This is an optimization exercise on Yosys and OpenROAD, whose aim is small area and a short achievable clock period, not a production implementation. At most, simulation tests tie the RTL to the original design; equivalence was not proved. For run 1, only the layout was checked, not whether the RTL still works. No run shown here takes its clock network from TritonCTS; it comes from the design's own scripts or RTL. The clock port is modelled as an ideal driver, which makes a skipped or thinned clock tree look cheaper than it is; a real chip needs a root buffer or a tree. No activity file was given, so power comes from the tool's default toggle rates.

**design.v**
```verilog
module fifo(
  input clk,
  input rst,
  input [7:0] buf_in,
  input wr_en,
  input rd_en,
  output reg [7:0] buf_out,
  output buf_empty,
  output reg buf_full,
  output [7:0] fifo_counter
);
  reg [7:0] wlo_n;
  reg [7:0] whi;
  reg [7:0] rlo;
  reg [7:0] rhi;
  reg [7:0] rlo_b;
  reg [7:0] rhi_b;
  reg [6:0] count;
  reg full;
  reg not_empty;
  reg [6:0] count_o;
  reg not_empty_o;
  reg [7:0] mem_n [0:63];
  assign fifo_counter = {1'b0, count_o};
  assign buf_empty = ~not_empty_o;
  wire wa = wr_en & ~full;
  wire ra = rd_en & not_empty;
  wire [7:0] whi_n;
  wire [63:0] we;
  wire [63:0] rs_n;
  wire [63:0] rs_n_b;
  genvar g, b;
  generate
    for (g = 0; g < 8; g = g + 1) begin : gwhi
      fifo_nand3b u (.a_n(full), .b(wr_en), .c(whi[g]), .y(whi_n[g]));
    end
    for (g = 0; g < 64; g = g + 1) begin : gdec
      fifo_nor2 u_we (.a(wlo_n[g % 8]), .b(whi_n[g / 8]), .y(we[g]));
      fifo_nand2 u_rs (.a(rlo[g % 8]), .b(rhi[g / 8]), .y(rs_n[g]));
      fifo_nand2 u_rs_b (.a(rlo_b[g % 8]), .b(rhi_b[g / 8]), .y(rs_n_b[g]));
    end
  endgenerate
  wire [7:0] rdata;
  generate
    for (b = 0; b < 8; b = b + 1) begin : gbit
      wire [63:0] col_n;
      for (g = 0; g < 64; g = g + 1) begin : gcol
        assign col_n[g] = mem_n[g][b];
      end
      fifo_sel64 u_sel (.s_n(b < 4 ? rs_n : rs_n_b), .d_n(col_n), .y(rdata[b]));
    end
  endgenerate
  wire [7:0] buf_in_n = ~buf_in;
  generate
    for (g = 0; g < 64; g = g + 1) begin : gmem
      always @(posedge clk)
        if (we[g])
          mem_n[g] <= buf_in_n;
    end
  endgenerate
  wire up = wa & ~ra;
  wire dn = ra & ~wa;
  wire [6:0] cnt_inc = count + 7'd1;
  wire [6:0] cnt_dec = count - 7'd1;
  wire [6:0] count_next;
  wire [6:0] count_o_next;
  generate
    for (g = 0; g < 7; g = g + 1) begin : gcnt
      fifo_mux4 u (.a(count[g]), .b(cnt_dec[g]), .c(cnt_inc[g]), .d(cnt_inc[g]),
                   .s0(dn), .s1(up), .y(count_next[g]));
      fifo_mux4 u_o (.a(count[g]), .b(cnt_dec[g]), .c(cnt_inc[g]), .d(cnt_inc[g]),
                     .s0(dn), .s1(up), .y(count_o_next[g]));
    end
  endgenerate
  wire c63 = (count == 7'd63);
  wire ne1 = (count != 7'd1);
  wire full_next, ne_next, full_o_next, ne_o_next;
  fifo_flags u_flags (.wr_en(wr_en), .rd_en(rd_en), .full(full), .ne(not_empty),
                      .c63(c63), .ne1(ne1), .full_next(full_next), .ne_next(ne_next));
  fifo_flags u_flags_o (.wr_en(wr_en), .rd_en(rd_en), .full(full), .ne(not_empty),
                        .c63(c63), .ne1(ne1), .full_next(full_o_next), .ne_next(ne_o_next));
  always @(posedge clk or posedge rst) begin
    if (rst) begin
      wlo_n <= 8'b11111110;
      whi <= 8'b00000001;
      rlo <= 8'b00000001;
      rhi <= 8'b00000001;
      rlo_b <= 8'b00000001;
      rhi_b <= 8'b00000001;
      count <= 7'd0;
      count_o <= 7'd0;
      buf_out <= 8'd0;
      not_empty <= 1'b0;
      not_empty_o <= 1'b0;
      full <= 1'b0;
      buf_full <= 1'b0;
    end else begin
      if (wa) begin
        wlo_n <= {wlo_n[6:0], wlo_n[7]};
        if (!wlo_n[7]) whi <= {whi[6:0], whi[7]};
      end
      if (ra) begin
        rlo <= {rlo[6:0], rlo[7]};
        if (rlo[7]) rhi <= {rhi[6:0], rhi[7]};
        rlo_b <= {rlo_b[6:0], rlo_b[7]};
        if (rlo_b[7]) rhi_b <= {rhi_b[6:0], rhi_b[7]};
        buf_out <= rdata;
      end
      count <= count_next;
      count_o <= count_o_next;
      not_empty <= ne_next;
      not_empty_o <= ne_o_next;
      full <= full_next;
      buf_full <= full_o_next;
    end
  end
endmodule
module fifo_sel64(
  input [63:0] s_n,
  input [63:0] d_n,
  output y
);
  wire [31:0] p;      
  wire [15:0] q_n;
  wire [3:0] r;
  wire [1:0] t_n;
  genvar i;
  generate
    for (i = 0; i < 32; i = i + 1) begin : gp
      fifo_oai22 u (.a1(s_n[2*i]), .a2(d_n[2*i]), .b1(s_n[2*i+1]), .b2(d_n[2*i+1]), .y(p[i]));
    end
    for (i = 0; i < 16; i = i + 1) begin : gq
      fifo_nor2 u (.a(p[2*i]), .b(p[2*i+1]), .y(q_n[i]));
    end
    for (i = 0; i < 4; i = i + 1) begin : gr
      fifo_nand4 u (.a(q_n[4*i]), .b(q_n[4*i+1]), .c(q_n[4*i+2]), .d(q_n[4*i+3]), .y(r[i]));
    end
  endgenerate
  fifo_nor2 t0 (.a(r[0]), .b(r[1]), .y(t_n[0]));
  fifo_nor2 t1 (.a(r[2]), .b(r[3]), .y(t_n[1]));
  fifo_nand2 t2 (.a(t_n[0]), .b(t_n[1]), .y(y));
endmodule
module fifo_oai22(input a1, input a2, input b1, input b2, output y);
  assign y = ~((a1 | a2) & (b1 | b2));
endmodule
module fifo_nand4(input a, input b, input c, input d, output y);
  assign y = ~(a & b & c & d);
endmodule
module fifo_nand3b(input a_n, input b, input c, output y);
  assign y = ~(~a_n & b & c);
endmodule
module fifo_nand2(input a, input b, output y);
  assign y = ~(a & b);
endmodule
module fifo_nor2(input a, input b, output y);
  assign y = ~(a | b);
endmodule
module fifo_mux4(input a, input b, input c, input d, input s0, input s1, output y);
  assign y = s1 ? (s0 ? d : c) : (s0 ? b : a);
endmodule
module fifo_flags(input wr_en, input rd_en, input full, input ne, input c63, input ne1,
                  output full_next, output ne_next);
  assign full_next = ~rd_en & (full | (wr_en & c63));
  assign ne_next = wr_en | (ne & (~rd_en | ne1));
endmodule
```
**flow/run.sh**
```bash
#!/bin/bash
# Standard ORFS layout (the standard.sh) with these changes to how it is made:
#  - ports are buffered with buf_2 cells instead of the slow delay-cell default
#  - the clock tree is flow/my_cts.tcl's (built in place of TritonCTS through
#    ORFS's PRE_CTS_TCL hook): 32 equal clusters of flip-flops, each under a
#    clkbuf_16, grouped by quadrant under 4 clkbuf_16 that the clock port drives
#  - after the timing repair in CTS and in global routing, flow/downsize.tcl
#    swaps each cell for the smallest drive strength that keeps the worst
#    setup slack, and repair_design then restores the slew and cap margins
# Each ORFS step writes its full log under orfs/logs; make's output goes to standard.log.
set -euo pipefail
export BUFFER_PORTS_ARGS="-buffer_cell sky130_fd_sc_hd__buf_2"
export PRE_CTS_TCL="$PWD/flow/pre_cts.tcl"
export POST_CTS_TCL="$PWD/flow/post_cts.tcl"
export POST_GLOBAL_ROUTE_TCL="$PWD/flow/post_grt.tcl"
bash standard.sh > standard.log 2>&1
```
**flow/downsize.tcl**
```tcl
# Area recovery: visit every logic cell, largest first, and swap it for the
# smallest cell of the same function (same name stem, other drive strength)
# that keeps the worst setup slack and adds no slew or capacitance
# violation. Clock-tree cells and flip-flops are left alone.
proc dn_area {} {
  set a 0
  foreach i [[ord::get_db_block] getInsts] {
    set n [[$i getMaster] getName]
    if {[string match *tapvpwr* $n] || [string match *fill* $n] || [string match *decap* $n]} continue
    set a [expr {$a + [[$i getMaster] getArea] / 1e6}]
  }
  return $a
}

# Cell swaps invalidate the wire parasitics of the nets they touch, so
# every swap is followed by a fresh placement-based estimate.
proc dn_update {} {
  estimate_parasitics -placement
}

proc dn_run {{eps 0.001}} {
  dn_update
  set db [ord::get_db]
  set block [ord::get_db_block]
  # group library cells by stem
  set stems [dict create]
  foreach lib [$db getLibs] {
    foreach m [$lib getMasters] {
      set n [$m getName]
      if {[regexp {^(sky130_fd_sc_hd__[a-z0-9]+)_([0-9]+)$} $n -> stem sz]} {
        if {[llength [get_lib_cells -quiet $n]] == 0} continue
        if {[get_property [get_lib_cells $n] dont_use]} continue
        dict lappend stems $stem [list [$m getArea] $n]
      }
    }
  }
  set wns0 [worst_slack -max]
  set slew0 [sta::max_slew_violation_count]
  set cap0 [sta::max_capacitance_violation_count]
  set limit [expr {$wns0 - $eps}]
  set a0 [dn_area]
  set insts {}
  foreach i [$block getInsts] {
    set m [$i getMaster]
    set n [$m getName]
    if {![regexp {^(sky130_fd_sc_hd__[a-z0-9]+)_([0-9]+)$} $n -> stem sz]} continue
    if {[string match sky130_fd_sc_hd__clk* $n] || [string match sky130_fd_sc_hd__df* $n] || [string match sky130_fd_sc_hd__edf* $n]} continue
    if {[string match *tapvpwr* $n] || [string match *fill* $n] || [string match *decap* $n] || [string match *conb* $n]} continue
    if {[$i isDoNotTouch]} continue
    set onclk 0
    foreach it [$i getITerms] {
      set net [$it getNet]
      if {$net != "NULL" && [$net getSigType] == "CLOCK"} { set onclk 1 }
    }
    if {$onclk} continue
    lappend insts [list [$m getArea] [$i getName] $stem $n]
  }
  set changed 0
  foreach rec [lsort -integer -decreasing -index 0 $insts] {
    lassign $rec area name stem cur
    if {![dict exists $stems $stem]} continue
    set cands [lsort -integer -index 0 [dict get $stems $stem]]
    foreach c $cands {
      lassign $c carea cname
      if {$carea >= $area} break
      replace_cell $name $cname
      dn_update
      if {[worst_slack -max] >= $limit && [sta::max_slew_violation_count] <= $slew0 && [sta::max_capacitance_violation_count] <= $cap0} {
        incr changed
        set area -1
        break
      }
      replace_cell $name $cur
      dn_update
    }
  }
  puts "downsize: $changed cells smaller, area [format %.1f $a0] -> [format %.1f [dn_area]], wns [format %.4f $wns0] -> [format %.4f [worst_slack -max]]"
}
```
**flow/my_cts.tcl**
```tcl
# Balanced clock tree built in place of TritonCTS. The flip-flops are split
# by recursive bisection of their locations (alternating x and y at the
# median) into 2^depth equal, compact clusters, each driven by one leaf
# buffer at its centre. With a mid level, the leaves are grouped 2^mid at a
# time (again by bisection) under one buffer each, and one root buffer,
# driven by the clock port, drives those.
proc mycts_bisect {pts depth axis} {
  if {$depth == 0 || [llength $pts] < 2} { return [list $pts] }
  set s [lsort -integer -index $axis $pts]
  set h [expr {[llength $s] / 2}]
  set a [lrange $s 0 [expr {$h - 1}]]
  set b [lrange $s $h end]
  set na [expr {1 - $axis}]
  return [concat [mycts_bisect $a [expr {$depth - 1}] $na] [mycts_bisect $b [expr {$depth - 1}] $na]]
}

proc mycts_centre {c} {
  set cx 0; set cy 0
  foreach p $c { set cx [expr {$cx + [lindex $p 0]}]; set cy [expr {$cy + [lindex $p 1]}] }
  return [list [expr {$cx / [llength $c]}] [expr {$cy / [llength $c]}]]
}

# Create buffer NAME of master M at (x, y) driving a new net NAME_net from
# input net IN; return the new net.
proc mycts_buffer {m name x y in} {
  set block [ord::get_db_block]
  set inst [odb::dbInst_create $block $m $name]
  set net [odb::dbNet_create $block ${name}_net]
  $net setSigType CLOCK
  $inst setLocation [expr {int($x)}] [expr {int($y)}]
  $inst setPlacementStatus PLACED
  [$inst findITerm A] connect $in
  [$inst findITerm X] connect $net
  return $net
}

proc mycts_build {clk_name depth mid master {leaf_master ""}} {
  set db [ord::get_db]
  set block [ord::get_db_block]
  set net [$block findNet $clk_name]
  set m [$db findMaster $master]
  if {$leaf_master == ""} { set leaf_master $master }
  set lm [$db findMaster $leaf_master]
  set pts {}
  foreach it [$net getITerms] {
    set b [[$it getInst] getBBox]
    lappend pts [list [expr {([$b xMin] + [$b xMax]) / 2}] [expr {([$b yMin] + [$b yMax]) / 2}] $it]
  }
  foreach it [$net getITerms] { $it disconnect }
  set die [$block getDieArea]
  set axis [expr {([$die dx] >= [$die dy]) ? 0 : 1}]
  set clusters [mycts_bisect $pts $depth $axis]
  # leaf cluster centres, as points for grouping
  set leaves {}
  set k 0
  foreach c $clusters {
    lassign [mycts_centre $c] cx cy
    lappend leaves [list $cx $cy $k $c]
    incr k
  }
  if {$mid < 0} {
    # no common root: the clock port drives 2^-mid group buffers directly
    set g 0
    foreach grp [mycts_bisect $leaves [expr {-$mid}] $axis] {
      lassign [mycts_centre $grp] gx gy
      set gnet [mycts_buffer $m clkbuf_root_$g $gx $gy $net]
      foreach l $grp {
        lassign $l cx cy idx c
        set lnet [mycts_buffer $lm clkbuf_leaf_$idx $cx $cy $gnet]
        foreach p $c { [lindex $p 2] connect $lnet }
      }
      incr g
    }
    puts "mycts: [llength $pts] sinks, [llength $clusters] leaf buffers, $g root buffers"
    return
  }
  lassign [mycts_centre $leaves] rx ry
  set rootnet [mycts_buffer $m clkbuf_root $rx $ry $net]
  if {$mid > 0} {
    set groups [mycts_bisect $leaves [expr {$depth - $mid}] $axis]
  } else {
    set groups [list $leaves]
  }
  set g 0
  foreach grp $groups {
    if {$mid > 0} {
      lassign [mycts_centre $grp] gx gy
      set gnet [mycts_buffer $m clkbuf_mid_$g $gx $gy $rootnet]
    } else {
      set gnet $rootnet
    }
    foreach l $grp {
      lassign $l cx cy idx c
      set lnet [mycts_buffer $lm clkbuf_leaf_$idx $cx $cy $gnet]
      foreach p $c { [lindex $p 2] connect $lnet }
    }
    incr g
  }
  puts "mycts: [llength $pts] sinks, [llength $clusters] leaf buffers, [llength $groups] groups"
}
```
**flow/post_cts.tcl**
```tcl
# Sourced by ORFS's cts.tcl after its timing repair: recover the area of
# cells the repair made larger than the worst slack needs, then repair any
# slew or capacitance limit with ORFS's margins, and legalise.
source [file join [file dirname [info script]] downsize.tcl]
dn_run
repair_design -slew_margin $::env(SLEW_MARGIN) -cap_margin $::env(CAP_MARGIN) -match_cell_footprint
detailed_placement
check_placement -verbose
```
**flow/post_grt.tcl**
```tcl
# Sourced by ORFS's global_route.tcl after its timing repair: the same area
# recovery as after CTS (on placement-based parasitics), then the nets are
# rerouted and slew and capacitance limits repaired on global-routing
# parasitics, and the route guides rewritten.
source [file join [file dirname [info script]] downsize.tcl]
global_route -start_incremental
dn_run
detailed_placement
global_route -end_incremental
estimate_parasitics -global_routing
global_route -start_incremental
repair_design -slew_margin $::env(SLEW_MARGIN) -cap_margin $::env(CAP_MARGIN) -match_cell_footprint
detailed_placement
global_route -end_incremental
estimate_parasitics -global_routing
check_placement -verbose
puts "post_grt: wns [worst_slack -max] slew violations [sta::max_slew_violation_count] cap violations [sta::max_capacitance_violation_count]"
write_guides $::env(RESULTS_DIR)/route.guide
```
**flow/pre_cts.tcl**
```tcl
# Sourced by ORFS's cts.tcl before it calls clock_tree_synthesis: replaces
# TritonCTS with the tree of my_cts.tcl: 32 equal clusters of flip-flops,
# each driven by a clkbuf_16 at its centre; the leaf buffers are grouped by
# quadrant under 4 clkbuf_16, which the clock port drives.
source [file join [file dirname [info script]] my_cts.tcl]
rename clock_tree_synthesis orig_clock_tree_synthesis
proc clock_tree_synthesis {args} {
  set port [[ord::get_db_block] findBTerm clk]
  mycts_build [[$port getNet] getName] 5 -2 sky130_fd_sc_hd__clkbuf_16 sky130_fd_sc_hd__clkbuf_16
  set_propagated_clock [all_clocks]
}
```
**standard.sh**
```bash
#!/bin/bash
# synth_recipe.tcl (not shown) runs the flow's synth.tcl, then flattens the netlist and writes it again
# the make line also repeats each setting of config.mk as NAME=value (left out here)
make -C /OpenROAD-flow-scripts/flow DESIGN_CONFIG=/design/flow/config.mk WORK_HOME=/design/flow/orfs CLKGATE_MAP_FILE= SYNTH_SCRIPT=/design/flow/synth_recipe.tcl "${@:-finish}"
```
**config.mk**
```make
export PLATFORM = sky130hd
export DESIGN_NAME = fifo
export DESIGN_NICKNAME = fifo
export VERILOG_FILES = /design/flow/design.v
export SDC_FILE = /design/flow/constraint.sdc
export NUM_CORES = 4
export LEC_CHECK = 0
export CAP_MARGIN = 20
export CORE_MARGIN = 2
export CORE_UTILIZATION = 60
export CTS_CLUSTER_DIAMETER = 80
export CTS_CLUSTER_SIZE = 30
export SETUP_SLACK_MARGIN = 2.4
export SLEW_MARGIN = 20
export SYNTH_HIERARCHICAL = 1
export SYNTH_MINIMUM_KEEP_SIZE = 0
```
**constraint.sdc**
```tcl
create_clock -name core_clock -period 4.0 [get_ports {clk}]
set_input_delay 0.8000 -clock core_clock [delete_from_list [all_inputs] [get_ports {clk}]]
set_output_delay 0.8000 -clock core_clock [all_outputs]
set_load 0.01 [all_outputs]
```
==> impl_metrics.toml, run 1 <==
[routing]
wl_per_cell_um = 31.7
drt_first_pass_iters = 6
viasPerCell = 6.82
drc_errors = 0
drt_first_iter_violations = 2174
ant_nets = 0
routed_wl_um = 64600
vias = 13900

[timing]
drv_slew = 0
finalWorstSetupSlack_ns = 1.95
worst-slew-pin-transition_ns = 1.09
hold_viol_final = 0
finalCritPeriodShare_pct = 51.3
fin_setup_tns_ns = 0
finalCriticalPeriod_ns = 2.05
skew_ns = 0.0106
setup_viol = 0
slew_headroom_pct = 27.5
clock.fmax_mhz = 488

[global_route]
grtUsageTotal_pct = 33.6
grt_max_degree = 42
grt_antenna_before_repair = 1
grt_pass1_wl_um = 90600
grt_pass1_vias = 13500
grt-ovfl-total = 0

[power]
switching_share_pct = 20.6
power.share.combinational_pct = 6.3
clockPowerShare_pct = 31.1
seq_power_share_pct = 62.7
p_sw_w = 0.00223
ir_drop_mv = 0.472
p_int_w = 0.00860
power_density_nw_per_um2 = 438
leakage_nw = 8.20

[setup_path]
timing.rr.start = "rlo[7]"
cp-start-kind = "register"
required_ns = 4.25
worstPathMaxFanout = 8
crit_path_end_kind = "register"
crit_path_start = "rlo[7]"
cp.arrival_ns = 2.30
critical_path_class = "reg2reg"

[logic_synthesis]
synth.avg_cell_area_um2 = 16.0
synthXorXnorAreaFrac_pct = 0.363
ys_ff_latch = 586
synthAdderAreaFrac_pct = 0.173
synth_top_family_by_area = "simple AND/OR/NAND/NOR gates"
synth_warnings = 8
synth_cells = 1361
yosysSeqAreaShare_pct = 79.4
synth-compound-area-share_pct = 7.54
synth-simple-area-share_pct = 7.80
ys_types = 29
synth_nets = 1376
synthMuxAreaShare_pct = 4.25
netlist_area_um2 = 21700

[cells_and_area]
fillCellCount = 2439
nNetsFinal = 1596
drive_gt1_share_pct = 21.8
diodes = 0
register_area_um2 = 17300
areaGrowthSynthToFinish_pct = 13.9
finalInstanceArea_um2 = 24700
multi_input_area_um2 = 4830

[placed_design]
dpl.hpwl_um = 35800
port_buffers = 28
gp_congestion = 0.908
placed_area_um2 = 22900
dp_slack_ns = 1.15

[floorplanning]
core_area_um2 = 35600
start_util_pct = 61.0
die-area_um2 = 37700
die_y_um = 194
dieWidth_um = 194
rows = 69
io_pins = 30

[flow_run]
cap_violations = 0

[min_path]
hold_class = "in2async"

[clocking]
insertion_delay_ns = 0.37
clk_pin_slew_ns = 0.08

[run_status]
outcome = "complete, no violations"
## path summary, 6_finish.rpt
kind,end,slack [ns],cells after the start
worst max-delay path,buf_out[1],1.95,7
max in group asynchronous,rlo_b[1],2.72,3
worst max register to register,buf_out[1],1.95,7
worst min register to register,whi[4],0.55,1
min in group core_clock,whi[4],0.55,1
worst min-delay path,rlo[1],0.36,2
## power by group through the flow
stage | logic (W) | registers, W | clock network [W]
after floorplan | 0.000411 | 0.00692 | 0
after global placement | 0.000555 | 0.00694 | 0
after detailed placement | 0.000562 | 0.00694 | 0
final | 0.000679 | 0.00679 | 0.00337
## stage by stage
step           utilization (%)  hold slack, ns  power (W)  instances
3_3_place_gp              64.5           0.533    0.00750       1855
6_report                  69.5           0.356     0.0108       2040
2_1_floorplan                -           0.475    0.00733       1361
3_5_place_dp              64.5           0.529    0.00750       1855
## critical path, stage by stage, from the launching register on
cell and delay [ns]:
dfrtp_4 0.59, nand2_1 0.17, o22ai_1 0.08, nor2_1 0.23, nand4_1 0.28, nor2_2 0.24
nand2_1 0.06, mux2_1 0.27
## sequential cells by signal, summed over array words and instances (netlist names)
register	cells
buf_full	1
buf_out	8
count	7
count_o	7
full	1
mem_n	512
not_empty	1
not_empty_o	1
rhi	8
rhi_b	8
rlo	8
rlo_b	8
whi	8
wlo_n	8
## Yosys stat by module, one instance, submodules excluded, excerpt
| module | area (µm²) | times used |
|---|---|---|
| fifo_nor2 | 3.75 | 208 |
| fifo_nand4 | 6.26 | 32 |
| fifo | 18200 | 1 |
| fifo_nand2 | 3.75 | 136 |
| fifo_mux4 | 22.5 | 14 |
| fifo_oai22 | 6.26 | 256 |
| fifo_flags | 22.5 | 2 |
| fifo_nand3b | 7.51 | 8 |
## placed cells by master (no fill, tap or decap), types with 2 or more instances in the layout
cell        count
a21o_1          2
edfxtp_1      512
nor2_4         20
clkbuf_2       25
buf_6          13
nand2b_1        3
xnor2_1         4
nor2_1        144
clkbuf_16      36
nand2_1        93
dfstp_4         2
clkinvlp_4     17
dfrtp_4        15
a21oi_1         3
mux2_2         10
dfstp_2        10
nand3b_1        9
dfrtp_2        19
buf_2          38
buf_4          16
inv_1           4
nand2_2        44
nand3_1         5
dfrtp_1        28
nand4_1        32
xor2_1          5
buf_1          82
ha_1            3
mux4_2         14
nor2_2         50
mux2_1         44
clkbuf_4        3
nor3_1          2
nand2_4         8
o22ai_1       255
## layout make-up
class,count,area share [%]
Timing Repair inverter,8,0.243
Multi-Input combinational cell,757,19.5
Timing Repair Buffer,179,3.83
Tap cell,461,2.33
Buffer,36,3.64
Inverter,13,0.334
Sequential cell,586,70.1
## cell families (layout without fill, tap and decap cells)
logic type,after synthesis,in the layout
buffers and inverters,19,236
adders and majority gates,3,3
muxes,68,68
and+or+nand+nor,413,414
xor gates and xnor gates,9,9
AOI/OAI and AO/OA,262,262
other,1,1
DFF,586,586
## layer usage
metal / GRT usage, % / wire (µm) / vias to the layer above
met5: 0 / 0 / -
met3: 5.55 / 7590 / 153
met2: 52.5 / 30200 / 981
met4: 11.6 / 2540 / 0
li1: - / - / 5754
met1: 48.9 / 24200 / 7026
## cells in the mapped netlist
cell type / count / area share [%]
mux4_2: 14 / 1.5
dfrtp_1: 62 / 7.1
nand2b_1: 4 / 0.12
xor2_1: 5 / 0.20
mux2_2: 9 / 0.47
nor2b_1: 1 / 0.029
nand3b_1: 9 / 0.31
a21oi_1: 3 / 0.069
nand3_1: 5 / 0.12
buf_4: 1 / 0.035
inv_1: 13 / 0.22
conb_1: 1 / 0.017
dfstp_2: 12 / 1.5
edfxtp_1: 512 / 71
buf_6: 2 / 0.10
nand2_1: 144 / 2.5
nor3_1: 2 / 0.046
nor2_1: 213 / 3.7
nor4_1: 1 / 0.029
a21o_1: 2 / 0.069
or4_1: 1 / 0.035
nor2_2: 1 / 0.029
ha_1: 3 / 0.17
nand4_1: 32 / 0.92
o21ai_0: 1 / 0.023
mux2_1: 45 / 2.3
o22ai_1: 256 / 7.4
buf_2: 3 / 0.069
xnor2_1: 4 / 0.16
==> inputs of run 2 (changes only) <==
--- a/design.v
+++ b/design.v
@@ -13,8 +13,6 @@
   reg [7:0] whi;
   reg [7:0] rlo;
   reg [7:0] rhi;
-  reg [7:0] rlo_b;
-  reg [7:0] rhi_b;
   reg [6:0] count;
   reg full;
   reg not_empty;
@@ -28,7 +26,6 @@
   wire [7:0] whi_n;
   wire [63:0] we;
   wire [63:0] rs_n;
-  wire [63:0] rs_n_b;
   genvar g, b;
   generate
     for (g = 0; g < 8; g = g + 1) begin : gwhi
@@ -37,17 +34,19 @@
     for (g = 0; g < 64; g = g + 1) begin : gdec
       fifo_nor2 u_we (.a(wlo_n[g % 8]), .b(whi_n[g / 8]), .y(we[g]));
       fifo_nand2 u_rs (.a(rlo[g % 8]), .b(rhi[g / 8]), .y(rs_n[g]));
-      fifo_nand2 u_rs_b (.a(rlo_b[g % 8]), .b(rhi_b[g / 8]), .y(rs_n_b[g]));
     end
   endgenerate
-  wire [7:0] rdata;
+  wire [7:0] buf_out_next;
+  wire ra_n = ~ra;
   generate
     for (b = 0; b < 8; b = b + 1) begin : gbit
       wire [63:0] col_n;
       for (g = 0; g < 64; g = g + 1) begin : gcol
         assign col_n[g] = mem_n[g][b];
       end
-      fifo_sel64 u_sel (.s_n(b < 4 ? rs_n : rs_n_b), .d_n(col_n), .y(rdata[b]));
+      wire [3:0] r;
+      fifo_sel64 u_sel (.s_n(rs_n), .d_n(col_n), .r(r));
+      fifo_outsel u_out (.r(r), .ra(ra), .ra_n(ra_n), .q(buf_out[b]), .y(buf_out_next[b]));
     end
   endgenerate
   wire [7:0] buf_in_n = ~buf_in;
@@ -85,8 +84,6 @@
       whi <= 8'b00000001;
       rlo <= 8'b00000001;
       rhi <= 8'b00000001;
-      rlo_b <= 8'b00000001;
-      rhi_b <= 8'b00000001;
       count <= 7'd0;
       count_o <= 7'd0;
       buf_out <= 8'd0;
@@ -102,10 +99,8 @@
       if (ra) begin
         rlo <= {rlo[6:0], rlo[7]};
         if (rlo[7]) rhi <= {rhi[6:0], rhi[7]};
-        rlo_b <= {rlo_b[6:0], rlo_b[7]};
-        if (rlo_b[7]) rhi_b <= {rhi_b[6:0], rhi_b[7]};
-        buf_out <= rdata;
       end
+      buf_out <= buf_out_next;
       count <= count_next;
       count_o <= count_o_next;
       not_empty <= ne_next;
@@ -118,12 +113,10 @@
 module fifo_sel64(
   input [63:0] s_n,
   input [63:0] d_n,
-  output y
+  output [3:0] r
 );
   wire [31:0] p;      
   wire [15:0] q_n;
-  wire [3:0] r;
-  wire [1:0] t_n;
   genvar i;
   generate
     for (i = 0; i < 32; i = i + 1) begin : gp
@@ -136,9 +129,25 @@
       fifo_nand4 u (.a(q_n[4*i]), .b(q_n[4*i+1]), .c(q_n[4*i+2]), .d(q_n[4*i+3]), .y(r[i]));
     end
   endgenerate
-  fifo_nor2 t0 (.a(r[0]), .b(r[1]), .y(t_n[0]));
-  fifo_nor2 t1 (.a(r[2]), .b(r[3]), .y(t_n[1]));
-  fifo_nand2 t2 (.a(t_n[0]), .b(t_n[1]), .y(y));
+endmodule
+module fifo_outsel(
+  input [3:0] r,
+  input ra,
+  input ra_n,
+  input q,
+  output y
+);
+  wire t0_n, t1_n, t2_n;
+  fifo_oai21 u0 (.a1(r[0]), .a2(r[1]), .b1(ra), .y(t0_n));
+  fifo_oai21 u1 (.a1(r[2]), .a2(r[3]), .b1(ra), .y(t1_n));
+  fifo_nand2 u2 (.a(ra_n), .b(q), .y(t2_n));
+  fifo_nand3 u3 (.a(t0_n), .b(t1_n), .c(t2_n), .y(y));
+endmodule
+module fifo_oai21(input a1, input a2, input b1, output y);
+  assign y = ~((a1 | a2) & b1);
+endmodule
+module fifo_nand3(input a, input b, input c, output y);
+  assign y = ~(a & b & c);
 endmodule
 module fifo_oai22(input a1, input a2, input b1, input b2, output y);
   assign y = ~((a1 | a2) & (b1 | b2));
==> run 2 against run 1 <==
Against the previous run: register-to-register slack better by 0.16 ns; via count shrank 8.4%; global-route usage fell by 2.2 points; cell count fell by 5.8%; area after synthesis shrank 3.9%; die area is 3.9% lower; clock power is 1% lower; largest power group unchanged; combinational power decreased by 14%; sequential power decreased by 2%; still clean on timing, DRC and antenna; largest cell class unchanged.
==> impl_metrics.toml, run 2 <==
[run_status]
outcome = "complete, no violations"

[timing]
slew_headroom_pct = 38.0
drv_slew = 0
finalCriticalPeriod_ns = 1.89
hold_viol_final = 0
worst_hold_slack_ns = 0.533
finalWorstSetupSlack_ns = 2.11
worst-slew-pin-transition_ns = 0.929
clock.fmax_mhz = 528
fin_setup_tns_ns = 0
setup_viol = 0
skew_ns = 0.0177
finalCritPeriodShare_pct = 47.3

[logic_synthesis]
synth_top_area_share_pct = 73.7
synthFlopType = "edfxtp_1"
synth_top_cell_by_area = "edfxtp_1"
synth-simple-area-share_pct = 6.86
synth_cells = 1263
synthMuxAreaShare_pct = 3.19
ys_types = 30
yosysSeqAreaShare_pct = 80.7
synth-compound-area-share_pct = 8.24
synthXorXnorAreaFrac_pct = 0.336
yosysMostFrequentCell = "edfxtp_1"
synth_top_family_by_area = "compound AO/OA/AOI/OAI gates"
ys_ff_latch = 570
synth_common_cells = "edfxtp_1, o22ai_1, nor2_1"
synthAdderAreaFrac_pct = 0.180
synthTopCellsByArea = "edfxtp_1, o22ai_1, dfrtp_1"
synth-edff-count = 512
synthArstFlopShare_pct = 10.2
synth_nets = 1278
netlist_area_um2 = 20900
synth.avg_cell_area_um2 = 16.5
synth_warnings = 8

[power]
power_density_nw_per_um2 = 443
leakage_nw = 7.83
ir_drop_mv = 0.332

[global_route]
grt-ovfl-total = 0
grt_pass1_wl_um = 81800
grt_antenna_before_repair = 0
grt_pass1_vias = 12200
grtUsageTotal_pct = 31.4
grt_max_degree = 65

[clocking]
clk_pin_slew_ns = 0.08
insertion_delay_ns = 0.37

[setup_path]
crit_chain = "buf_4 > nand2_1 > o22ai_1 > nor2_1 > nand4_1 > o21ai_1 > nand3_1"
crit_path_end_kind = "register"
worst-path-buf-inv = 1
cp_slowest_cell = "dfrtp_4"
cp.depth = 7
critical_path_class = "reg2reg"
required_ns = 4.25
cp-start-kind = "register"
cp.arrival_ns = 2.14
worstPathMaxFanout = 8
reg2reg_depth = 7
cp_top_family = "simple AND/OR/NAND/NOR gates"
cp_slowest_stage_delay_ns = 0.47

[routing]
vias = 12700
drt_first_iter_violations = 1658
routed_wl_um = 57400
wl_per_cell_um = 29.9
viasPerCell = 6.63
ant_nets = 0
drc_errors = 0
drt_first_pass_iters = 5

[floorplanning]
start_util_pct = 60.7
die-area_um2 = 36300
dieWidth_um = 190
io_pins = 30
core_area_um2 = 34400
rows = 68
die_y_um = 190

[cells_and_area]
nNetsFinal = 1483
diodes = 0
final_cell_mix = "edfxtp_1, o22ai_1, nor2_1, buf_1, nor2_2"
drive_gt1_share_pct = 24.1
areaGrowthSynthToFinish_pct = 14.4
largest_reg_flops = 512
fillCellCount = 2396
regMostFlops = "mem_n"
final_common_cell = "edfxtp_1"

[placed_design]
gp_congestion = 0.883
port_buffers = 28
dp_slack_ns = 0.979
dpl.hpwl_um = 31800

[flow_run]
cap_violations = 0

[min_path]
hold_class = "in2async"
[run 2: changes by cell type after synthesis, moves of 2 or more]
cell	delta
nand3_1	+7
nor2_1	-17
mux2_2	+22
nand2_1	-65
o21ai_1	+16
mux2_1	-45
dfrtp_1	-14
dfstp_2	-2
[run 2: worst paths after layout]
check / slack (ns) / from / end
setup / recovery: 2.11 / rhi[4] / buf_out[7]
min in group core_clock: 0.54 / whi[5] / whi[6]
max in group asynchronous: 2.63 / rst / rlo[0]
hold reg to reg: 0.54 / whi[5] / whi[6]
hold / removal: 0.53 / rst / rhi[1]
setup reg to reg: 2.11 / rhi[4] / buf_out[7]
[run 2: cells by family after synthesis]
logic type	after synthesis
DFF	570
AOI/OAI and AO/OA	278
xor gates and xnor gates	8
and+or+nand+nor	339
other	1
buffers and inverters	19
muxes	45
adders and majority gates	3
[run 2: power breakdown]
group | internal [W] | total, W | switching, W | leakage (nW)
Clock | 0.00160 | 0.00333 | 0.00173 | 0.444
Sequential | 0.00656 | 0.00665 | 0.0000915 | 5.31
Combinational | 0.000255 | 0.000586 | 0.000330 | 2.08
[run 2: routing by layer]
metal  routed length (µm)  up-vias  share of wire, %  global-route usage (%)
met1                23000     6438                40                    46.6
met4                 2060        0               3.6                    8.20
li1                     -     5430                 -                       -
met2                26800      748                47                    50.0
met5                    0        -                 0                       0
met3                 5550      126               9.7                    4.25
[run 2: final cells by class]
cell class | instances | area (µm²) | share of cell area, %
repair buffers | 166 | 945 | 3.96
repair inverters | 6 | 42.5 | 0.178
plain buffers | 36 | 901 | 3.77
flip-flops and latches | 570 | 16900 | 70.8
well taps | 455 | 569 | 2.39
inverters | 14 | 90.1 | 0.377
multi-input cells | 674 | 4410 | 18.5
[run 2: modules after synthesis (local to each module, per instance), a selection]
module | cell area (µm²) | flops+latches | cells | copies in the design
fifo | 17500 | 570 | 657 | 1
fifo_mux4 | 22.5 | 0 | 1 | 14
fifo_flags | 22.5 | 0 | 4 | 2
fifo_nand3b | 7.51 | 0 | 1 | 8
fifo_nand4 | 6.26 | 0 | 1 | 32
fifo_oai22 | 6.26 | 0 | 1 | 256
fifo_oai21 | 5.00 | 0 | 1 | 16
fifo_nand3 | 5.00 | 0 | 1 | 8
fifo_nor2 | 3.75 | 0 | 1 | 192
[run 2: worst reg2reg max path, delay by kind of cell, from the launching register on]
kind                   cells  cell delay (ns)
buffers and inverters      1             0.18
flip-flops                 1             0.47
AND/OR/NAND/NOR            4             0.80
AO/OA/AOI/OAI              2             0.33
[run 2: per-stage QoR]
step / util [%] / std cells / total power (W) / area [µm²]
floorplan: - / 1263 / 0.00716 / 21300
global placement: 64.2 / 1754 / 0.00732 / 22100
detailed placement: 64.2 / 1754 / 0.00734 / 22100
finish: 69.4 / 1921 / 0.0106 / 23900
==> inputs of run 3 (changes only) <==
--- a/config.mk
+++ b/config.mk
@@ -10,7 +10,7 @@
 export CORE_UTILIZATION = 60
 export CTS_CLUSTER_DIAMETER = 80
 export CTS_CLUSTER_SIZE = 30
-export SETUP_SLACK_MARGIN = 2.4
+export SETUP_SLACK_MARGIN = 2.2
 export SLEW_MARGIN = 20
 export SYNTH_HIERARCHICAL = 1
 export SYNTH_MINIMUM_KEEP_SIZE = 0
==> run 3 against run 2 <==
Against the previous run: still clean on timing, DRC and antenna; sequential power barely moved; clock power hardly changed; cell count is 3.3% lower; first-iteration DRC count fell by 7.5%; via count is 4.4% lower; register-to-register slack worse by 0.03 ns; critical path type unchanged.
==> impl_metrics.toml, run 3 <==
[setup_path]
timing.rr.start = "rlo[4]"
crit_path_end_kind = "register"
cp_slowest_stage_delay_ns = 0.49
critical_path_class = "reg2reg"
worstPathMaxFanout = 8
cp_slowest_cell = "dfrtp_4"
cp.arrival_ns = 2.16
required_ns = 4.23
cp-start-kind = "register"
crit_chain = "buf_2 > nand2_1 > o22ai_1 > nor2_1 > nand4_1 > o21ai_1 > nand3_1"
crit_path_start = "rlo[4]"

[timing]
fin_setup_tns_ns = 0
drv_slew = 0
setup_viol = 0
skew_ns = 0.0145
worst_hold_slack_ns = 0.534
clock.fmax_mhz = 519
finalCritPeriodShare_pct = 48.2
finalCriticalPeriod_ns = 1.93
hold_viol_final = 0
worst-slew-pin-transition_ns = 1.02
slew_headroom_pct = 31.7

[placed_design]
gp_congestion = 0.866
dpl.hpwl_um = 31100
port_buffers = 28

[routing]
wl_per_cell_um = 29.7
drt_first_pass_iters = 5
drt_first_iter_violations = 1533
vias = 12200
drc_errors = 0
viasPerCell = 6.56
routed_wl_um = 55200
ant_nets = 0

[global_route]
grtUsageTotal_pct = 30.1
grt_max_degree = 49
grt-ovfl-total = 0
grt_antenna_before_repair = 1
grt_pass1_vias = 11400
grt_pass1_wl_um = 78000

[floorplanning]
die_y_um = 190
core_area_um2 = 34400
rows = 68
die-area_um2 = 36300
dieWidth_um = 190
io_pins = 30
start_util_pct = 60.7

[logic_synthesis]
synthArstFlopShare_pct = 10.2
synth_top_area_share_pct = 73.7
synth-edff-count = 512
yosysSeqAreaShare_pct = 80.7
synth_top_cell_by_area = "edfxtp_1"
yosysMostFrequentCell = "edfxtp_1"
netlist_area_um2 = 20900
synth.avg_cell_area_um2 = 16.5
ys_ff_latch = 570
synthTopCellsByArea = "edfxtp_1, o22ai_1, dfrtp_1"
synth_nets = 1278
synthFlopType = "edfxtp_1"
ys_types = 30
synth_common_cells = "edfxtp_1, o22ai_1, nor2_1"
synth_warnings = 8
synth_cells = 1263

[power]
leakage_nw = 7.31
ir_drop_mv = 0.422
power_density_nw_per_um2 = 458

[clocking]
clk_pin_slew_ns = 0.08
insertion_delay_ns = 0.36

[cells_and_area]
diodes = 0
nNetsFinal = 1419
multi_input_area_um2 = 4030
areaGrowthSynthToFinish_pct = 10.5
drive_gt1_share_pct = 15.3
final_common_cell = "edfxtp_1"
regMostFlops = "mem_n"
largest_reg_flops = 512
register_area_um2 = 16900
fillCellCount = 2485
final_cell_mix = "edfxtp_1, o22ai_1, nor2_1, nand2_1, buf_1"

[min_path]
hp-start = "buf_out[2]"
hold_class = "reg2reg"

[flow_run]
cap_violations = 0

[run_status]
outcome = "complete, no violations"
[run 3: per-layer routing]
layer / part of all wire [%] / GRT usage (%)
met5: 0 / 0
met4: 3.5 / 9.33
met3: 9.5 / 5.34
met2: 46 / 45.8
met1: 41 / 45.3
[run 3: modules after synthesis (local to each module, per instance), a selection]
module | area (µm²) | flip-flops and latches
fifo_flags | 22.5 | 0
fifo_nand2 | 3.75 | 0
fifo_nand3b | 7.51 | 0
fifo_mux4 | 22.5 | 0
fifo_nand3 | 5.00 | 0
fifo | 17500 | 570
fifo_nor2 | 3.75 | 0
fifo_oai21 | 5.00 | 0
fifo_oai22 | 6.26 | 0
fifo_nand4 | 6.26 | 0
[run 3: area by class of cell]
type / count / area share (%)
multi-input cells: 674 / 17.5
plain buffers: 36 / 3.91
inverters: 14 / 0.391
repair buffers: 100 / 2.21
repair inverters: 8 / 0.217
flip-flops and latches: 570 / 73.3
well taps: 455 / 2.47
[run 3: worst max-delay path, delay by kind of cell, from the launching register on]
kind | cells | cell delay (ns)
simple gates | 4 | 0.73
flops | 1 | 0.49
compound gates | 2 | 0.39
buf+inv | 1 | 0.19
[run 3: report_power, final]
part / leakage [nW] / total [W] / switching [W] / internal [W]
Combinational: 1.56 / 0.000614 / 0.000360 / 0.000254
Clock: 0.444 / 0.00330 / 0.00170 / 0.00160
Sequential: 5.31 / 0.00665 / 0.0000897 / 0.00656
[run 3: kinds of logic after synthesis]
logic type / Yosys count / synth area share [%]
buffers and inverters: 19 / 0.426
other: 1 / 0.0180
AOI/OAI and AO/OA: 278 / 8.24
DFF: 570 / 80.7
xor gates and xnor gates: 8 / 0.336
adders and majority gates: 3 / 0.180
and+or+nand+nor: 339 / 6.86
muxes: 45 / 3.19
[run 3: path summary, 6_finish.rpt]
path                               to  slack [ns]  depth (start not counted)
max                        buf_out[7]        2.07                          7
min in group asynchronous      rlo[3]        0.54                          2
min reg2reg                buf_out[2]        0.53                          2
max reg2reg                buf_out[7]        2.07                          7
min                        buf_out[2]        0.53                          2
max in group asynchronous      rhi[5]        2.56                          3
[run 3: metrics by stage]
| step | std cells | cell area (µm²) | setup WS [ns] | util, % | power (W) |
|---|---|---|---|---|---|
| detailed placement | 1752 | 21700 | 1.02 | 63.0 | 0.00734 |
| finish | 1857 | 23000 | 2.07 | 67.0 | 0.0106 |
| global placement | 1752 | 21700 | 1.09 | 63.0 | 0.00733 |
| floorplan | 1263 | 20900 | 1.86 | - | 0.00716 |
==> inputs of run 4 (changes only) <==
--- a/config.mk
+++ b/config.mk
@@ -7,7 +7,7 @@
 export LEC_CHECK = 0
 export CAP_MARGIN = 20
 export CORE_MARGIN = 2
-export CORE_UTILIZATION = 60
+export CORE_UTILIZATION = 70
 export CTS_CLUSTER_DIAMETER = 80
 export CTS_CLUSTER_SIZE = 30
 export SETUP_SLACK_MARGIN = 2.2
==> run 4 against run 3 <==
Against the previous run: sequential share of layout area down 0.091 points; critical path depth unchanged; register-to-register slack about the same; clock power about the same; combinational power down 3.9%; cell count down 4.1%; fmax up 0.74%; critical path type unchanged; critical endpoint is now buf_out[4]; largest cell class unchanged.
==> impl_metrics.toml, run 4 <==
[cells_and_area]
fin_util_pct = 78.3
areaGrowthSynthToFinish_pct = 10.7
final_common_cell = "edfxtp_1"
nNetsFinal = 1406
final_cell_mix = "edfxtp_1, o22ai_1, nor2_1, nand2_1, buf_1"
largest_reg_flops = 512
regMostFlops = "mem_n"
drive_gt1_share_pct = 18.1

[power]
power.share.combinational_pct = 5.6
clockPowerShare_pct = 31.3
seq_power_share_pct = 63.1
power_density_nw_per_um2 = 456
p_sw_w = 0.00211
ir_drop_mv = 0.382
leakage_nw = 7.43
switching_share_pct = 20.0
power_w = 0.0105
p_int_w = 0.00841

[timing]
fin_setup_tns_ns = 0
drv_slew = 0
finalCritPeriodShare_pct = 47.8
setup_viol = 0
worst-slew-pin-transition_ns = 0.956
finalCriticalPeriod_ns = 1.91
skew_ns = 0.0178
slew_headroom_pct = 36.3
clock.fmax_mhz = 523
hold_viol_final = 0

[routing]
ant_nets = 0
wl_met2_um = 24800
top_layer_used = "met4"
wl_met1_um = 19700
vias = 12600
drt_first_iter_violations = 2040
route.met3.wl_um = 6660
viasPerCell = 7.06
drt_first_pass_iters = 5
drc_errors = 0
routed_wl_um = 52800
wl_per_cell_um = 29.7

[floorplanning]
dieWidth_um = 177
io_pins = 30
rows = 63
core_area_um2 = 29500
die_y_um = 177
die-area_um2 = 31200
start_util_pct = 70.7

[run_status]
outcome = "complete, no violations"

[setup_path]
required_ns = 4.23
crit_path_start = "rlo[6]"
worstPathMaxFanout = 8
critical_path_class = "reg2reg"
timing.rr.start = "rlo[6]"
cp-start-kind = "register"
crit_path_end_kind = "register"
cp.arrival_ns = 2.14

[global_route]
grt_max_degree = 65
grt_pass1_vias = 11700
grt_antenna_before_repair = 0
grt_pass1_wl_um = 74100
grtUsageTotal_pct = 32.8
grt-ovfl-total = 0

[logic_synthesis]
synth_top_area_share_pct = 73.7
synthArstFlopShare_pct = 10.2
ys_ff_latch = 570
yosysMostFrequentCell = "edfxtp_1"
synthTopCellsByArea = "edfxtp_1, o22ai_1, dfrtp_1"
synth.avg_cell_area_um2 = 16.5
synth_warnings = 8
synth_cells = 1263
synth_nets = 1278
yosysSeqAreaShare_pct = 80.7
synth_common_cells = "edfxtp_1, o22ai_1, nor2_1"
ys_types = 30
synth_top_cell_by_area = "edfxtp_1"
synth-edff-count = 512
synthFlopType = "edfxtp_1"
netlist_area_um2 = 20900

[placed_design]
dpl.hpwl_um = 29600
gp_congestion = 0.899
port_buffers = 28

[flow_run]
cap_violations = 0

[clocking]
insertion_delay_ns = 0.36
clk_pin_slew_ns = 0.08

[min_path]
hold_class = "in2async"
[run 4: cell counts after synthesis]
Identical to the previous run, type by type.
[run 4: per-stage QoR]
stage          hold slack, ns  cells  worst slack [ns]  area, µm²
3_5_place_dp            0.524   1685              1.05      21600
3_3_place_gp            0.522   1685              1.09      21600
6_report                0.545   1780              2.09      23100
2_1_floorplan           0.490   1263              1.86      20900
[run 4: final cells by class]
| class | count | area [µm²] |
|---|---|---|
| diodes | 1 | 2.50 |
| plain buffers | 36 | 901 |
| fillers | 1704 | 6400 |
| inverters | 14 | 90.1 |
| multi-input cells | 674 | 4160 |
| flip-flops and latches | 570 | 16900 |
| well taps | 390 | 488 |
| repair buffers | 95 | 542 |
[run 4: modules after synthesis, one instance, submodules excluded, excerpt]
module	cell area, µm²	cells inside	flops+latches	copies in the design
fifo_mux4	22.5	1	0	14
fifo_nand3b	7.51	1	0	8
fifo	17500	657	570	1
fifo_nor2	3.75	1	0	192
fifo_oai21	5.00	1	0	16
fifo_oai22	6.26	1	0	256
fifo_flags	22.5	4	0	2
fifo_nand3	5.00	1	0	8
fifo_nand2	3.75	1	0	72
fifo_nand4	6.26	1	0	32
[run 4: power by group through the flow]
stage               Sequential [W]  Clock [W]  Combinational [W]
finish                     0.00664    0.00329           0.000590
detailed placement         0.00678          0           0.000557
floorplan                  0.00676          0           0.000406
global placement           0.00677          0           0.000539
[run 4: critical path: stages, from the launching register on]
cell and delay [ns]:
dfrtp_4 0.49, buf_1 0.21, nand2_4 0.16, o22ai_1 0.12, nor2_1 0.25, nand4_1 0.22, o21ai_1 0.23, nand3_1 0.11
[run 4: cell families (layout without fill, tap and decap cells)]
kind of cell | count (synthesis) | count (layout) | synth area share, %
buf+inv | 19 | 145 | 0.426
compound gates | 278 | 278 | 8.24
simple gates | 339 | 339 | 6.86
xor+xnor | 8 | 8 | 0.336
mux | 45 | 45 | 3.19
fa+ha+maj | 3 | 3 | 0.180
other cells | 1 | 2 | 0.0180
flops | 570 | 570 | 80.7
[run 4: layer usage]
metal,up-vias,GRT usage (%)
met5,-,0
met4,0,7.68
met3,142,5.38
met2,959,51.9
met1,6190,49.4
li1,5275,-
[run 4: final timing paths]
check	end	slack, ns	cells after the start
worst min-delay path	rlo[5]	0.55	2
worst min register to register	whi[5]	0.55	1
worst max register to register	buf_out[4]	2.09	7
worst max-delay path	buf_out[4]	2.09	7
max in group asynchronous	rlo[0]	2.51	3
min in group core_clock	whi[5]	0.55	1
==> inputs of run 5 (changes only) <==
--- a/flow/run.sh
+++ b/flow/run.sh
@@ -3,7 +3,7 @@
 #  - ports are buffered with buf_2 cells instead of the slow delay-cell default
 #  - the clock tree is flow/my_cts.tcl's (built in place of TritonCTS through
 #    ORFS's PRE_CTS_TCL hook): 32 equal clusters of flip-flops, each under a
-#    clkbuf_16, grouped by quadrant under 4 clkbuf_16 that the clock port drives
+#    clkbuf_8, grouped by quadrant under 4 clkbuf_16 that the clock port drives
 #  - after the timing repair in CTS and in global routing, flow/downsize.tcl
 #    swaps each cell for the smallest drive strength that keeps the worst
 #    setup slack, and repair_design then restores the slew and cap margins
==> flow/pre_cts.tcl (replaced) <==
# Sourced by ORFS's cts.tcl before it calls clock_tree_synthesis: replaces
# TritonCTS with the tree of my_cts.tcl: 32 equal clusters of flip-flops,
# each driven by a clkbuf_8 at its centre; the leaf buffers are grouped by
# quadrant under 4 clkbuf_16, which the clock port drives.
source [file join [file dirname [info script]] my_cts.tcl]
rename clock_tree_synthesis orig_clock_tree_synthesis
proc clock_tree_synthesis {args} {
  set port [[ord::get_db_block] findBTerm clk]
  mycts_build [[$port getNet] getName] 5 -2 sky130_fd_sc_hd__clkbuf_16 sky130_fd_sc_hd__clkbuf_8
  set_propagated_clock [all_clocks]
}
--- a/config.mk
+++ b/config.mk
@@ -7,7 +7,7 @@
 export LEC_CHECK = 0
 export CAP_MARGIN = 20
 export CORE_MARGIN = 2
-export CORE_UTILIZATION = 70
+export CORE_UTILIZATION = 60
 export CTS_CLUSTER_DIAMETER = 80
 export CTS_CLUSTER_SIZE = 30
 export SETUP_SLACK_MARGIN = 2.2
==> run 5 against run 4 <==
Against the previous run: highest routed layer unchanged; clock power fell by 24%; largest power group unchanged; critical path depth did not move; still clean on timing, DRC and antenna; fmax fell by 1.3%; global-route usage fell by 3.1 points; design area fell by 1.6%; hold slack barely moved; combinational power rose by 5.3%.
==> impl_metrics.toml, run 5 <==
[global_route]
use_met2_pct = 45.4
grt_antenna_before_repair = 4
grt-ovfl-total = 0
grtUsageMet3_pct = 5.15
grt_max_degree = 49
met1_usage_pct = 45.1
busiest_layer = "met2"
grtUsageTotal_pct = 29.7
grt_pass1_vias = 11300
grt_pass1_wl_um = 77100

[flow_run]
cap_violations = 0

[logic_synthesis]
yosysSeqAreaShare_pct = 80.7
synth-edff-count = 512
ys_ff_latch = 570
netlist_area_um2 = 20900
synth_top_cell_by_area = "edfxtp_1"
synth_nets = 1278
synth_top_family_by_area = "compound AO/OA/AOI/OAI gates"
synthMuxAreaShare_pct = 3.19
synthAdderAreaFrac_pct = 0.180
synthFlopType = "edfxtp_1"
synth_cells = 1263
synth-simple-area-share_pct = 6.86
synth_common_cells = "edfxtp_1, o22ai_1, nor2_1"
synthTopCellsByArea = "edfxtp_1, o22ai_1, dfrtp_1"
synth-compound-area-share_pct = 8.24
synth.avg_cell_area_um2 = 16.5
yosysMostFrequentCell = "edfxtp_1"
synth_warnings = 8
synthXorXnorAreaFrac_pct = 0.336
synth_top_area_share_pct = 73.7
ys_types = 30
synthArstFlopShare_pct = 10.2

[timing]
slew_headroom_pct = 37.7
fin_setup_tns_ns = 0
worst_hold_slack_ns = 0.545
finalCritPeriodShare_pct = 48.4
worst-slew-pin-transition_ns = 0.930
skew_ns = 0.0192
clock.fmax_mhz = 516
finalCriticalPeriod_ns = 1.94
hold_viol_final = 0
setup_viol = 0
drv_slew = 0

[routing]
drc_errors = 0
vias = 12300
ant_nets = 0
drt_first_iter_violations = 1639
wl_per_cell_um = 29.4
viasPerCell = 6.57
drt_first_pass_iters = 7
routed_wl_um = 54900

[floorplanning]
core_area_um2 = 34400
start_util_pct = 60.7
io_pins = 30
die_y_um = 190
dieWidth_um = 190
die-area_um2 = 36300
rows = 68

[placed_design]
port_buffers = 28
gp_congestion = 0.866
dpl.hpwl_um = 31100

[setup_path]
worstPathMaxFanout = 8
critical_path_class = "reg2reg"
cp.arrival_ns = 2.16
crit_path_start = "rlo[4]"
timing.rr.start = "rlo[4]"
cp-start-kind = "register"
required_ns = 4.23
crit_path_end_kind = "register"

[clocking]
insertion_delay_ns = 0.35
clk_pin_slew_ns = 0.11

[power]
switching_share_pct = 20.8
power_density_nw_per_um2 = 429
ir_drop_mv = 0.421
leakage_nw = 7.18
p_sw_w = 0.00202
p_int_w = 0.00772
clockPowerShare_pct = 25.5
power.share.combinational_pct = 6.4
seq_power_share_pct = 68.1

[cells_and_area]
largest_reg_flops = 512
final_cell_mix = "edfxtp_1, o22ai_1, nor2_1, nand2_1, buf_1"
regMostFlops = "mem_n"
areaGrowthSynthToFinish_pct = 8.93
nNetsFinal = 1427
diodes = 0
drive_gt1_share_pct = 16.5
final_common_cell = "edfxtp_1"

[min_path]
hold_class = "in2async"

[run_status]
outcome = "complete, no violations"
==> run 5: changes by cell type in the layout (fill, tap and decap cells not counted), moves of 5 or more <==
cell	change
dfrtp_2	-5
buf_2	+16
clkinvlp_2	+5
buf_6	-11
clkbuf_8	+32
nor2_1	+19
nor2_2	-18
nand2_1	+10
clkbuf_16	-32
nand2_4	-7
buf_1	+7
==> run 5: path summary, 6_finish.rpt <==
kind,to,slack [ns],cells after the start
worst min-delay path,rlo[3],0.55,2
worst min register to register,buf_out[2],0.55,2
min in group core_clock,buf_out[2],0.55,2
worst max register to register,buf_out[5],2.06,7
worst max-delay path,buf_out[5],2.06,7
max in group asynchronous,rhi[5],2.55,3
==> run 5: logic make-up after synthesis <==
logic type | Yosys count
flops | 570
simple gates | 339
compound gates | 278
mux | 45
buf+inv | 19
xor+xnor | 8
fa+ha+maj | 3
other cells | 1
==> run 5: layer usage <==
layer | vias up | wire length (µm)
met5 | - | 0
met4 | 0 | 1730
met3 | 88 | 4910
met2 | 663 | 25400
met1 | 6178 | 22800
li1 | 5324 | -
==> run 5: power groups by stage <==
stage               Combinational, W  Clock [W]  Sequential (W)
finish                      0.000621    0.00249         0.00664
global placement            0.000544          0         0.00678
detailed placement          0.000565          0         0.00678
floorplan                   0.000406          0         0.00676
==> run 5: cell type report <==
class / instances / area (µm²)
buffer: 36 / 541
multi-input combinational: 674 / 4050
sequential: 570 / 16900
timing repair inverter: 9 / 55.1
tap: 455 / 569
inverter: 14 / 90.1
timing repair buffer: 107 / 514
fill: 2535 / 11700
==> run 5: through the flow <==
stage          cells  cell area [µm²]  utilization (%)  setup slack [ns]  power (W)
2_1_floorplan   1263            20900                -              1.86    0.00716
3_3_place_gp    1752            21700             63.0              1.09    0.00733
3_5_place_dp    1752            21700             63.0              1.02    0.00734
6_report        1865            22700             66.1              2.06    0.00975
==> run 5: per-module statistics from Yosys, one instance, submodules excluded, excerpt <==
module,flip-flops and latches,copies in the design,cells inside,area (µm²)
fifo_oai21,0,16,1,5.00
fifo,570,1,657,17500
fifo_nand4,0,32,1,6.26
fifo_nand3b,0,8,1,7.51
fifo_nor2,0,192,1,3.75
fifo_nand3,0,8,1,5.00
fifo_flags,0,2,4,22.5
==> run 5: worst max-delay path, stage by stage, from the launching register on <==
cell and delay [ns]:
dfrtp_4 0.49, buf_2 0.19, nand2_1 0.23, o22ai_1 0.11, nor2_1 0.20, nand4_1 0.21, o21ai_2 0.28, nand3_1 0.10
==> inputs of run 6 (changes only) <==
--- a/design.v
+++ b/design.v
@@ -14,14 +14,11 @@
   reg [7:0] rlo;
   reg [7:0] rhi;
   reg [6:0] count;
-  reg full;
   reg not_empty;
-  reg [6:0] count_o;
-  reg not_empty_o;
   reg [7:0] mem_n [0:63];
-  assign fifo_counter = {1'b0, count_o};
-  assign buf_empty = ~not_empty_o;
-  wire wa = wr_en & ~full;
+  assign fifo_counter = {1'b0, count};
+  assign buf_empty = ~not_empty;
+  wire wa = wr_en & ~buf_full;
   wire ra = rd_en & not_empty;
   wire [7:0] whi_n;
   wire [63:0] we;
@@ -29,7 +26,7 @@
   genvar g, b;
   generate
     for (g = 0; g < 8; g = g + 1) begin : gwhi
-      fifo_nand3b u (.a_n(full), .b(wr_en), .c(whi[g]), .y(whi_n[g]));
+      fifo_nand3b u (.a_n(buf_full), .b(wr_en), .c(whi[g]), .y(whi_n[g]));
     end
     for (g = 0; g < 64; g = g + 1) begin : gdec
       fifo_nor2 u_we (.a(wlo_n[g % 8]), .b(whi_n[g / 8]), .y(we[g]));
@@ -62,22 +59,17 @@
   wire [6:0] cnt_inc = count + 7'd1;
   wire [6:0] cnt_dec = count - 7'd1;
   wire [6:0] count_next;
-  wire [6:0] count_o_next;
   generate
     for (g = 0; g < 7; g = g + 1) begin : gcnt
       fifo_mux4 u (.a(count[g]), .b(cnt_dec[g]), .c(cnt_inc[g]), .d(cnt_inc[g]),
                    .s0(dn), .s1(up), .y(count_next[g]));
-      fifo_mux4 u_o (.a(count[g]), .b(cnt_dec[g]), .c(cnt_inc[g]), .d(cnt_inc[g]),
-                     .s0(dn), .s1(up), .y(count_o_next[g]));
     end
   endgenerate
   wire c63 = (count == 7'd63);
   wire ne1 = (count != 7'd1);
-  wire full_next, ne_next, full_o_next, ne_o_next;
-  fifo_flags u_flags (.wr_en(wr_en), .rd_en(rd_en), .full(full), .ne(not_empty),
+  wire full_next, ne_next;
+  fifo_flags u_flags (.wr_en(wr_en), .rd_en(rd_en), .full(buf_full), .ne(not_empty),
                       .c63(c63), .ne1(ne1), .full_next(full_next), .ne_next(ne_next));
-  fifo_flags u_flags_o (.wr_en(wr_en), .rd_en(rd_en), .full(full), .ne(not_empty),
-                        .c63(c63), .ne1(ne1), .full_next(full_o_next), .ne_next(ne_o_next));
   always @(posedge clk or posedge rst) begin
     if (rst) begin
       wlo_n <= 8'b11111110;
@@ -85,11 +77,8 @@
       rlo <= 8'b00000001;
       rhi <= 8'b00000001;
       count <= 7'd0;
-      count_o <= 7'd0;
       buf_out <= 8'd0;
       not_empty <= 1'b0;
-      not_empty_o <= 1'b0;
-      full <= 1'b0;
       buf_full <= 1'b0;
     end else begin
       if (wa) begin
@@ -102,11 +91,8 @@
       end
       buf_out <= buf_out_next;
       count <= count_next;
-      count_o <= count_o_next;
       not_empty <= ne_next;
-      not_empty_o <= ne_o_next;
-      full <= full_next;
-      buf_full <= full_o_next;
+      buf_full <= full_next;
     end
   end
 endmodule
--- a/config.mk
+++ b/config.mk
@@ -7,7 +7,7 @@
 export LEC_CHECK = 0
 export CAP_MARGIN = 20
 export CORE_MARGIN = 2
-export CORE_UTILIZATION = 60
+export CORE_UTILIZATION = 70
 export CTS_CLUSTER_DIAMETER = 80
 export CTS_CLUSTER_SIZE = 30
 export SETUP_SLACK_MARGIN = 2.2
==> run 6 against run 5 <==
Against the previous run: wire length is 3.2% lower; sequential share of layout area hardly changed; worst setup slack worse by 0.011 ns; flip-flop and latch count is 9 lower; sequential power is 2% lower; global-route usage is 3.8 points higher; register-to-register slack hardly changed; fmax is 0.58% lower; clock power hardly changed; core utilization is 12 points higher; first-iteration DRC count is 13% higher.
==> impl_metrics.toml, run 6 <==
[run_status]
outcome = "complete, no violations"

[setup_path]
critical_path_class = "reg2reg"
worstPathMaxFanout = 8
cp_slowest_cell = "dfrtp_4"
worst-path-buf-inv = 1
required_ns = 4.24
cp-start-kind = "register"
cp.arrival_ns = 2.19
timing.rr.start = "rlo[5]"
crit_end = "buf_out[2]"
crit_chain = "buf_6 > nand2_2 > o22ai_1 > nor2_1 > nand4_1 > o21ai_2 > nand3_1"
crit_path_end_kind = "register"
cp_top_family = "simple AND/OR/NAND/NOR gates"
cp.depth = 7
reg2reg_depth = 7
cp_slowest_stage_delay_ns = 0.57
rrSetupSlack_ns = 2.05
r2r-end = "buf_out[2]"
crit_path_start = "rlo[5]"

[logic_synthesis]
synth_nets = 1258
synth.avg_cell_area_um2 = 16.5
synthArstFlopShare_pct = 8.73
ys_ff_latch = 561
yosysSeqAreaShare_pct = 81.2
synth_cells = 1243
synth_top_area_share_pct = 75.2
yosysMostFrequentCell = "edfxtp_1"
synth_common_cells = "edfxtp_1, o22ai_1, nor2_1"
ys_types = 30
netlist_area_um2 = 20400
synth-edff-count = 512
synth_warnings = 8
synthTopCellsByArea = "edfxtp_1, o22ai_1, dfrtp_1"
synth_top_cell_by_area = "edfxtp_1"
synthFlopType = "edfxtp_1"

[global_route]
grtUsageMet3_pct = 6.24
busiest_layer = "met2"
grt-ovfl-total = 0
grtUsageTotal_pct = 33.6
grt_max_degree = 65
use_met2_pct = 51.0
met1_usage_pct = 49.9
grt_pass1_vias = 11800
grt_pass1_wl_um = 74500
grt_antenna_before_repair = 0

[timing]
slew_headroom_pct = 40.4
fin_setup_tns_ns = 0
worst-slew-pin-transition_ns = 0.894
clock.fmax_mhz = 513
drv_slew = 0
finalCriticalPeriod_ns = 1.95
finalCritPeriodShare_pct = 48.7
skew_ns = 0.0225
setup_viol = 0
hold_viol_final = 0

[floorplanning]
rows = 62
die_y_um = 175
io_pins = 30
dieWidth_um = 175
start_util_pct = 71.2
core_area_um2 = 28700
die-area_um2 = 30600

[clocking]
clk_pin_slew_ns = 0.10
insertion_delay_ns = 0.36

[power]
power_density_nw_per_um2 = 421
power_w = 0.00944
ir_drop_mv = 0.358
switching_share_pct = 20.3
p_int_w = 0.00752
p_sw_w = 0.00192
seq_power_share_pct = 68.9
leakage_nw = 7.16
power.share.combinational_pct = 5.1
clockPowerShare_pct = 26.0

[flow_run]
cap_violations = 0

[routing]
viasPerCell = 7.07
routed_wl_um = 53100
drc_errors = 0
ant_nets = 0
drt_first_pass_iters = 5
vias = 12500
wl_per_cell_um = 30.1
drt_first_iter_violations = 1858

[min_path]
hold_class = "in2async"

[cells_and_area]
multi_input_area_um2 = 4110
final_common_cell = "edfxtp_1"
register_area_um2 = 16700
drive_gt1_share_pct = 19.2
final_cell_mix = "edfxtp_1, o22ai_1, nor2_1, buf_1, nor2_2"
largest_reg_flops = 512
regMostFlops = "mem_n"
diodes = 0
fillCellCount = 1629
areaGrowthSynthToFinish_pct = 9.68
nNetsFinal = 1396

[placed_design]
dpl.hpwl_um = 29400
gp_congestion = 0.928
port_buffers = 28
## run 6: changes by cell type after synthesis
cell,delta
nand2b_1,-1
nor2_1,-1
mux4_2,-7
a21oi_1,-1
a21o_1,-1
dfrtp_1,-9
## run 6: power by group through the flow
stage	Clock (W)	Sequential, W	Combinational, W
finish	0.00246	0.00650	0.000483
detailed placement	0	0.00664	0.000437
floorplan	0	0.00662	0.000302
global placement	0	0.00664	0.000426
## run 6: worst min path at each step
stage,cells past startpoint,end,startpoint,slack [ns]
2_1_floorplan,2,rlo[0],rlo[0],0.49
3_3_place_gp,2,buf_out[2],buf_out[2],0.48
3_5_place_dp,2,buf_out[6],buf_out[6],0.48
6_report,2,count[1],rst,0.41
## run 6: layout make-up
class                   instances  area share, %
plain buffers                  36           2.41
multi-input cells             663           18.3
repair buffers                102           2.29
repair inverters                3          0.100
inverters                      14          0.402
flip-flops and latches        561           74.3
well taps                     384           2.14
## run 6: cells by family after synthesis
family / share of synthesized area [%]
flip-flops: 81.2
XOR/XNOR: 0.343
multiplexers: 2.48
other: 0.0183
buffers and inverters: 0.434
AO/OA/AOI/OAI: 8.35
AND/OR/NAND/NOR: 6.95
adder cells (fa/ha/maj): 0.184
## run 6: Yosys stat by module, one instance, submodules excluded, a selection
| module | times used | cells inside | cell area (µm²) |
|---|---|---|---|
| fifo_flags | 1 | 4 | 22.5 |
| fifo_nand3b | 8 | 1 | 7.51 |
| fifo_nand2 | 72 | 1 | 3.75 |
| fifo_oai22 | 256 | 1 | 6.26 |
| fifo_mux4 | 7 | 1 | 22.5 |
| fifo_nand3 | 8 | 1 | 5.00 |
## run 6: worst register-to-register path, cell delays in order, from the launching register on
cell	delay (ns)
dfrtp_4	0.57
buf_6	0.20
nand2_2	0.18
o22ai_1	0.13
nor2_1	0.23
nand4_1	0.19
o21ai_2	0.24
nand3_1	0.10
## run 6: through the flow
stage | cell area (µm²) | hold slack (ns) | std cells | utilization, % | setup WS [ns]
6_report | 22400 | 0.410 | 1763 | 78.1 | 2.05
3_5_place_dp | 21200 | 0.484 | 1660 | 73.8 | 1.41
3_3_place_gp | 21200 | 0.480 | 1660 | 73.8 | 1.44
2_1_floorplan | 20500 | 0.490 | 1243 | - | 2.06
## run 6: layer usage
metal | vias to the layer above | wire length (µm)
li1 | 5201 | -
met1 | 6050 | 19200
met2 | 1033 | 24300
met3 | 176 | 7130
met4 | 0 | 2450
met5 | - | 0

## separate check: timing with driven ports
No port has a modelled driver above. Below, the same layouts with a new extraction and two added sets of constraints.
Step 1, drivers: a clkbuf_16 drives clk and a buf_2 each remaining input, both assumed.
Step 2 moves the port delays by t, midway between the first and last clock arrival at a register: inputs arrive t later, outputs are due t later. That takes back most of the time a late clock gives input paths.
Three values: ideal ports, drivers, drivers and shift; two values: the first two.
run | t, ns | slack for setup (ns) | pins driven straight from the clock port
run 1 | 0.485 | 1.949 / 1.949 / 1.654 | 4
run 2 | 0.479 | 2.106 / 2.091 / 1.806 | 4
run 3 | 0.474 | 2.074 / 2.073 / 1.700 | 4
run 4 | 0.473 | 2.088 / 2.088 / 1.721 | 4
run 5 | 0.460 | 2.062 / 2.062 / 1.748 | 4
run 6 | 0.463 | 2.051 / 2.029 / 1.745 | 4
After both steps setup and hold are still met in every run listed. For run 3, which loses most, drivers alone change the setup slack by -0.001 ns; drivers and shift together by -0.374 ns.
